From an optimization exercise on the open Yosys and OpenROAD flow, aimed at small area and a short achievable clock period; shortcuts taken in it are not production practice. RTL that was checked went through simulation tests only; none was proved equivalent to the original. Power figures rest on the tool's default switching activity, not on a simulated workload.

Setup of pepper:
// quantizer
module quantizer(
    input         clk,
    input         rst,
    input  [31:0] i_max,
    input  [31:0] i_activation,
    output [7:0]  o_index
);
==> module quant_pre, before the edit <==
module quant_pre(
    input             clk,
    input             rst,
    input      [31:0] i_max,
    input      [31:0] i_activation,
    output reg [24:0] o_a,      
    output reg [22:0] o_mm,     
    output reg [2:0]  o_sh,     
    output reg        o_big,    
    output reg        o_eq      
);
    wire [7:0] em = i_max[30:23];
    wire [7:0] ea = i_activation[30:23];
    wire [7:0] d  = em - ea;
    wire big  = ea > em;
    wire zero = ea < (em - 8'd8);
    wire eq   = (ea == em);
    always @(posedge clk or posedge rst) begin
        if (rst) begin
            o_a   <= 25'd0;
            o_mm  <= 23'd0;
            o_sh  <= 3'd0;
            o_big <= 1'b0;
            o_eq  <= 1'b0;
        end else begin
            o_mm  <= i_max[22:0];
            o_big <= big;
            o_eq  <= eq & ~zero;
            o_sh  <= eq ? 3'd0 : (d[2:0] - 3'd1);
            if (zero & ~big)
                o_a <= 25'd0;
            else if (eq)
                o_a <= {1'b1, i_activation[22:0], 1'b0};
            else
                o_a <= {2'b01, i_activation[22:0]};
        end
    end
endmodule
==> module quantizer, before the edit <==
module quantizer(
    input         clk,
    input         rst,
    input  [31:0] i_max,
    input  [31:0] i_activation,
    output [7:0]  o_index
);
    wire [24:0] a0;
    wire [22:0] mm0;
    wire [2:0]  sh0;
    wire        big0, eq0;
    quant_pre u_quant_pre(
        .clk(clk), .rst(rst), .i_max(i_max), .i_activation(i_activation),
        .o_a(a0), .o_mm(mm0), .o_sh(sh0), .o_big(big0), .o_eq(eq0)
    );
    wire        c1;
    wire [23:0] rem1;
    quant_divider u_step1(.i_v(a0), .i_mm(mm0), .o_bit(c1), .o_rem(rem1));
    wire sat1 = big0 | (eq0 & (a0[23:1] >= mm0));
    wire [23:0] rem [1:8];
    wire [22:0] mm  [1:8];
    wire [2:0]  sh  [1:8];
    wire        sat [1:8];
    wire [7:0]  q   [1:8];    
    assign rem[1] = rem1;
    assign mm[1]  = mm0;
    assign sh[1]  = sh0;
    assign sat[1] = sat1;
    assign q[1]   = {7'd0, c1};
    genvar k;
    generate
        for (k = 2; k <= 8; k = k + 1) begin : g_stage
            reg [23:0] r_rem;
            reg [22:0] r_mm;
            reg [2:0]  r_sh;
            reg        r_sat;
            reg [6:0]  r_q;
            always @(posedge clk or posedge rst) begin
                if (rst) begin
                    r_rem <= 24'd0;
                    r_mm  <= 23'd0;
                    r_sh  <= 3'd0;
                    r_sat <= 1'b0;
                    r_q   <= 7'd0;
                end else begin
                    r_rem <= rem[k-1];
                    r_mm  <= mm[k-1];
                    r_sh  <= sh[k-1];
                    r_sat <= sat[k-1];
                    r_q   <= q[k-1][6:0];
                end
            end
            wire        c;
            wire [23:0] nrem;
            quant_divider u_step(.i_v({r_rem, 1'b0}), .i_mm(r_mm), .o_bit(c), .o_rem(nrem));
            assign rem[k] = nrem;
            assign mm[k]  = r_mm;
            assign sh[k]  = r_sh;
            assign sat[k] = r_sat;
            assign q[k]   = {r_q, c};
        end
    endgenerate
    wire [7:0] idx = sat[8] ? 8'hff : (q[8] >> sh[8]);
    reg [7:0] r_index;
    always @(posedge clk or posedge rst) begin
        if (rst) r_index <= 8'd0;
        else     r_index <= idx;
    end
    assign o_index = r_index;
endmodule
export LEC_CHECK = 0
export CAP_MARGIN = 20
export CORE_MARGIN = 2
export CORE_UTILIZATION = 40
export SLEW_MARGIN = 20
create_clock -name core_clock -period 5.0 [get_ports {clk}]
run.sh (not shown) runs the stock make flow with config.mk's settings and CLKGATE_MAP_FILE= SYNTH_SCRIPT=/design/flow/synth_recipe.tcl, a recipe that flattens the netlist after the stock synthesis.
Relative to pepper, the following input files were edited for onyx:
-- flow/design.v --
<<< pepper, line 17
    wire zero = ea < (em - 8'd8);
    wire eq   = (ea == em);
    always @(posedge clk or posedge rst) begin
        if (rst) begin
            o_a   <= 25'd0;
            o_mm  <= 23'd0;
            o_sh  <= 3'd0;
            o_big <= 1'b0;
            o_eq  <= 1'b0;
        end else begin
            o_mm  <= i_max[22:0];
            o_big <= big;
>>> onyx, line 17
    wire zero = ea < (em - 8'd8);
    wire eq   = (ea == em);
    always @(posedge clk) begin
        begin
            o_mm  <= i_max[22:0];
            o_big <= big;
<<< pepper, line 87
            reg        r_sat;
            reg [6:0]  r_q;
            always @(posedge clk or posedge rst) begin
                if (rst) begin
                    r_rem <= 24'd0;
                    r_mm  <= 23'd0;
                    r_sh  <= 3'd0;
                    r_sat <= 1'b0;
                    r_q   <= 7'd0;
                end else begin
                    r_rem <= rem[k-1];
                    r_mm  <= mm[k-1];
>>> onyx, line 81
            reg        r_sat;
            reg [6:0]  r_q;
            always @(posedge clk) begin
                begin
                    r_rem <= rem[k-1];
                    r_mm  <= mm[k-1];
<<< pepper, line 113
    endgenerate
    wire [7:0] idx = sat[8] ? 8'hff : (q[8] >> sh[8]);
    reg [7:0] r_index;
    always @(posedge clk or posedge rst) begin
        if (rst) r_index <= 8'd0;
        else     r_index <= idx;
    end
    assign o_index = r_index;
>>> onyx, line 101
    endgenerate
    wire [7:0] idx = sat[8] ? 8'hff : (q[8] >> sh[8]);
    reg [7:0] r_valid;
    reg [7:0] r_index;
    always @(posedge clk or posedge rst) begin
        if (rst) begin
            r_valid <= 8'd0;
            r_index <= 8'd0;
        end else begin
            r_valid <= {r_valid[6:0], 1'b1};
            r_index <= idx & {8{r_valid[7]}};
        end
    end
    assign o_index = r_index;
onyx ended up with sky130_fd_sc_hd__dfxtp_1 as its most frequent standard cell in the layout excluding fill and tap cells; pepper ended up with sky130_fd_sc_hd__dfrtp_1. From pepper to onyx the numbers moved as follows: power moved down, aggregate routed wire length moved down, area of the die moved down, proportion of cell area occupied by multi-input gates moved up, worst hold slack moved down.
Only the layout flow was run in onyx; the RTL was not checked for function there.


The RTL this note starts from:
==> flow/design.v <==
`timescale 1ns / 1ps
module quant_pre(
    input             clk,
    input             rst,
    input      [31:0] i_max,
    input      [31:0] i_activation,
    output reg [23:0] o_p,      
    output reg        o_a24,    
    output reg [22:0] o_nm,     
    output reg [2:0]  o_sh,     
    output reg        o_sat     
);
    wire [7:0]  em = i_max[30:23];
    wire [7:0]  ea = i_activation[30:23];
    wire [22:0] mm = i_max[22:0];
    wire [22:0] ma = i_activation[22:0];
    wire [7:0]  d  = em - ea;
    wire big  = ea > em;
    wire zero = ea < (em - 8'd8);
    wire eq   = (ea == em);
    reg [24:0] a;
    always @(*) begin
        if (zero & ~big)
            a = 25'd0;
        else if (eq)
            a = {1'b1, ma, 1'b0};
        else
            a = {2'b01, ma};
    end
    always @(posedge clk) begin
        o_p   <= a[23:0] ^ {1'b0, ~mm};
        o_a24 <= a[24];
        o_nm  <= ~mm;
        o_sh  <= eq ? 3'd0 : (d[2:0] - 3'd1);
        o_sat <= big | (eq & ~zero & (ma >= mm));
    end
endmodule
`timescale 1ns / 1ps
module quant_divider (
    input  [23:0] i_p,
    input         i_v24,
    input  [22:0] i_nm,
    output        o_bit,
    output [23:1] o_p,
    output        o_r23
);
    localparam N = 24;
    localparam L = 5;
    wire [N-1:0] b = {1'b0, i_nm};
    wire [N-1:0] p = i_p;
    wire [N-1:0] g = ~p & b;                   
    wire [N-1:0] G [0:L];
    wire [N-1:0] P [0:L];
    assign G[0] = {g[N-1:1], p[0] | b[0]};
    assign P[0] = {p[N-1:1], 1'b0};
    genvar l, i;
    generate
        for (l = 0; l < L; l = l + 1) begin : g_lvl
            for (i = 0; i < N; i = i + 1) begin : g_bit
                if ((i >> l) & 1) begin : m
                    assign G[l+1][i] = G[l][i] | (P[l][i] & G[l][((i >> l) << l) - 1]);
                    assign P[l+1][i] = P[l][i] & P[l][((i >> l) << l) - 1];
                end else begin : k
                    assign G[l+1][i] = G[l][i];
                    assign P[l+1][i] = P[l][i];
                end
            end
        end
    endgenerate
    wire [N-1:0] cy  = G[L];               
    wire [N-1:0] cin = {cy[N-2:0], 1'b1};      
    assign o_bit = i_v24 | cy[N-1];
    wire [N:0]   bn  = {2'b00, i_nm};          
    wire [N-1:0] x   = p ^ bn[N:1];
    wire [N-1:0] sel = o_bit ? cin : b;
    wire [N-1:0] r   = x ^ sel ^ bn[N:1];
    assign o_r23 = r[N-1];
    assign o_p   = x[N-2:0] ^ sel[N-2:0];
endmodule
`timescale 1ns / 1ps
module quantizer(
    input         clk,
    input         rst,
    input  [31:0] i_max,
    input  [31:0] i_activation,
    output [7:0]  o_index
);
    wire [23:0] p0;
    wire        a24;
    wire [22:0] nm0;
    wire [2:0]  sh0;
    wire        sat0;
    quant_pre u_quant_pre(
        .clk(clk), .rst(rst), .i_max(i_max), .i_activation(i_activation),
        .o_p(p0), .o_a24(a24), .o_nm(nm0), .o_sh(sh0), .o_sat(sat0)
    );
    wire [23:1] p   [1:8];
    wire        r23 [1:8];
    wire [22:0] nm  [1:8];
    wire [2:0]  sh  [1:8];
    wire        sat [1:8];
    wire [7:0]  q   [1:8];    
    wire c1;
    quant_divider u_step1(.i_p(p0), .i_v24(a24), .i_nm(nm0),
                          .o_bit(c1), .o_p(p[1]), .o_r23(r23[1]));
    assign nm[1]  = nm0;
    assign sh[1]  = sh0;
    assign sat[1] = sat0;
    assign q[1]   = {7'd0, c1};
    genvar k;
    generate
        for (k = 2; k <= 8; k = k + 1) begin : g_stage
            reg [23:1] r_p;
            reg        r_r23;
            reg [22:0] r_nm;
            reg [2:0]  r_sh;
            reg        r_sat;
            reg [6:0]  r_q;
            always @(posedge clk) begin
                r_p   <= p[k-1];
                r_r23 <= r23[k-1];
                r_nm  <= nm[k-1];
                r_sh  <= sh[k-1];
                r_sat <= sat[k-1];
                r_q   <= q[k-1][6:0];
            end
            wire c;
            quant_divider u_step(.i_p({r_p, r_nm[0]}), .i_v24(r_r23), .i_nm(r_nm),
                                 .o_bit(c), .o_p(p[k]), .o_r23(r23[k]));
            assign nm[k]  = r_nm;
            assign sh[k]  = r_sh;
            assign sat[k] = r_sat;
            assign q[k]   = {r_q, c};
        end
    endgenerate
    wire [7:0] idx = sat[8] ? 8'hff : (q[8] >> sh[8]);
    reg [3:0] r_cnt;
    reg [7:0] r_index;
    always @(posedge clk or posedge rst) begin
        if (rst) begin
            r_cnt   <= 4'd0;
            r_index <= 8'd0;
        end else begin
            if (!r_cnt[3])
                r_cnt <= r_cnt + 4'd1;
            r_index <= idx & {8{r_cnt[3]}};
        end
    end
    assign o_index = r_index;
endmodule
==> flow/config.mk <==
export PLATFORM = sky130hd
export DESIGN_NAME = quantizer
export DESIGN_NICKNAME = quantizer
export VERILOG_FILES = /design/flow/design.v
export SDC_FILE = /design/flow/constraint.sdc
export NUM_CORES = 4
export LEC_CHECK = 0
export CAP_MARGIN = 20
export CORE_MARGIN = 2
export CORE_UTILIZATION = 60
export CTS_CLUSTER_DIAMETER = 100
export CTS_CLUSTER_SIZE = 30
export SETUP_SLACK_MARGIN = 2.5
export SLEW_MARGIN = 20
==> flow/constraint.sdc <==
create_clock -name core_clock -period 5.0 [get_ports {clk}]
set_input_delay 1.0000 -clock core_clock [delete_from_list [all_inputs] [get_ports {clk}]]
set_output_delay 1.0000 -clock core_clock [all_outputs]
set_load 0.01 [all_outputs]
standard.sh (not shown) runs the stock make flow with config.mk's settings and CLKGATE_MAP_FILE= SYNTH_SCRIPT=/design/flow/synth_recipe.tcl, a recipe that flattens the netlist after the stock synthesis.
==> flow/flow/run.sh <==
#!/bin/bash
# The standard ORFS layout, run whole; the only change is the cell used
# for the input and output port buffers (the smallest plain buffer instead of the
# delay buffer the resizer picks by default).
set -euo pipefail
export BUFFER_PORTS_ARGS="-buffer_cell sky130_fd_sc_hd__buf_1"
bash standard.sh > standard.log 2>&1
The starting point passed the timing, design-rule and antenna checks.
Change:
--- a/flow/design.v
+++ b/flow/design.v
@@ -47,29 +47,40 @@
     localparam N = 24;
     localparam L = 5;
     wire [N-1:0] b = {1'b0, i_nm};
     wire [N-1:0] p = i_p;
     wire [N-1:0] g = ~p & b;                   
-    wire [N-1:0] G [0:L];
-    wire [N-1:0] P [0:L];
+    wire [N-1:0] G [0:2*L-1];
+    wire [N-1:0] P [0:2*L-1];
     assign G[0] = {g[N-1:1], p[0] | b[0]};
     assign P[0] = {p[N-1:1], 1'b0};
     genvar l, i;
     generate
-        for (l = 0; l < L; l = l + 1) begin : g_lvl
+        for (l = 0; l < L; l = l + 1) begin : g_up
             for (i = 0; i < N; i = i + 1) begin : g_bit
-                if ((i >> l) & 1) begin : m
-                    assign G[l+1][i] = G[l][i] | (P[l][i] & G[l][((i >> l) << l) - 1]);
-                    assign P[l+1][i] = P[l][i] & P[l][((i >> l) << l) - 1];
+                if (((i + 1) % (2 << l)) == 0) begin : m
+                    assign G[l+1][i] = G[l][i] | (P[l][i] & G[l][i - (1 << l)]);
+                    assign P[l+1][i] = P[l][i] & P[l][i - (1 << l)];
                 end else begin : k
                     assign G[l+1][i] = G[l][i];
                     assign P[l+1][i] = P[l][i];
                 end
             end
         end
+        for (l = L - 2; l >= 0; l = l - 1) begin : g_dn
+            for (i = 0; i < N; i = i + 1) begin : g_bit
+                if (((i + 1) % (2 << l)) == (1 << l) && i > (1 << l)) begin : m
+                    assign G[2*L-1-l][i] = G[2*L-2-l][i] | (P[2*L-2-l][i] & G[2*L-2-l][i - (1 << l)]);
+                    assign P[2*L-1-l][i] = P[2*L-2-l][i] & P[2*L-2-l][i - (1 << l)];
+                end else begin : k
+                    assign G[2*L-1-l][i] = G[2*L-2-l][i];
+                    assign P[2*L-1-l][i] = P[2*L-2-l][i];
+                end
+            end
+        end
     endgenerate
-    wire [N-1:0] cy  = G[L];               
+    wire [N-1:0] cy  = G[2*L-1];               
     wire [N-1:0] cin = {cy[N-2:0], 1'b1};      
     assign o_bit = i_v24 | cy[N-1];
     wire [N:0]   bn  = {2'b00, i_nm};          
     wire [N-1:0] x   = p ^ bn[N:1];
     wire [N-1:0] sel = o_bit ? cin : b;
Die area barely changes.
Worst hold slack gains 0.015 ns.
Synthesized area hardly moves.
Flip-flop and latch count stays the same.
Count of clock-buffer cells in the layout grows by 1.
The RTL of the first run of this note was laid out without a check of its function.

-- what the ideal ports hide --
The results above use ideal ports. As a check the final layouts listed here were re-extracted and re-timed, cells and wires unchanged.
Step 1 assumes that a clkbuf_16 drives the clock port and a buf_2 every other input.
Step 2, shift: input delay + t, output delay - t, t = (earliest + latest rising clock arrival at the registers) / 2. This alone moves slack from input paths to output paths.
Three values: no drivers, after step 1, after step 2; two values: the first two.
run	t (ns)	slack for setup (ns)	worst setup path after step 2	pins driven straight from the clock port
pepper	0.631	1.187 / 1.187 / 1.187	register to register	1
onyx	0.617	1.325 / 1.325 / 1.061	input to register	1
the first run of note 2	0.558	2.340 / 2.340 / 2.042	input to register	1
the second run of note 2	0.568	2.517 / 2.518 / 1.950	input to register	1
After both steps setup and hold are still met in every run listed. For the second run of note 2, which loses most, drivers alone change the setup slack by +0.001 ns; drivers and shift together by -0.567 ns.
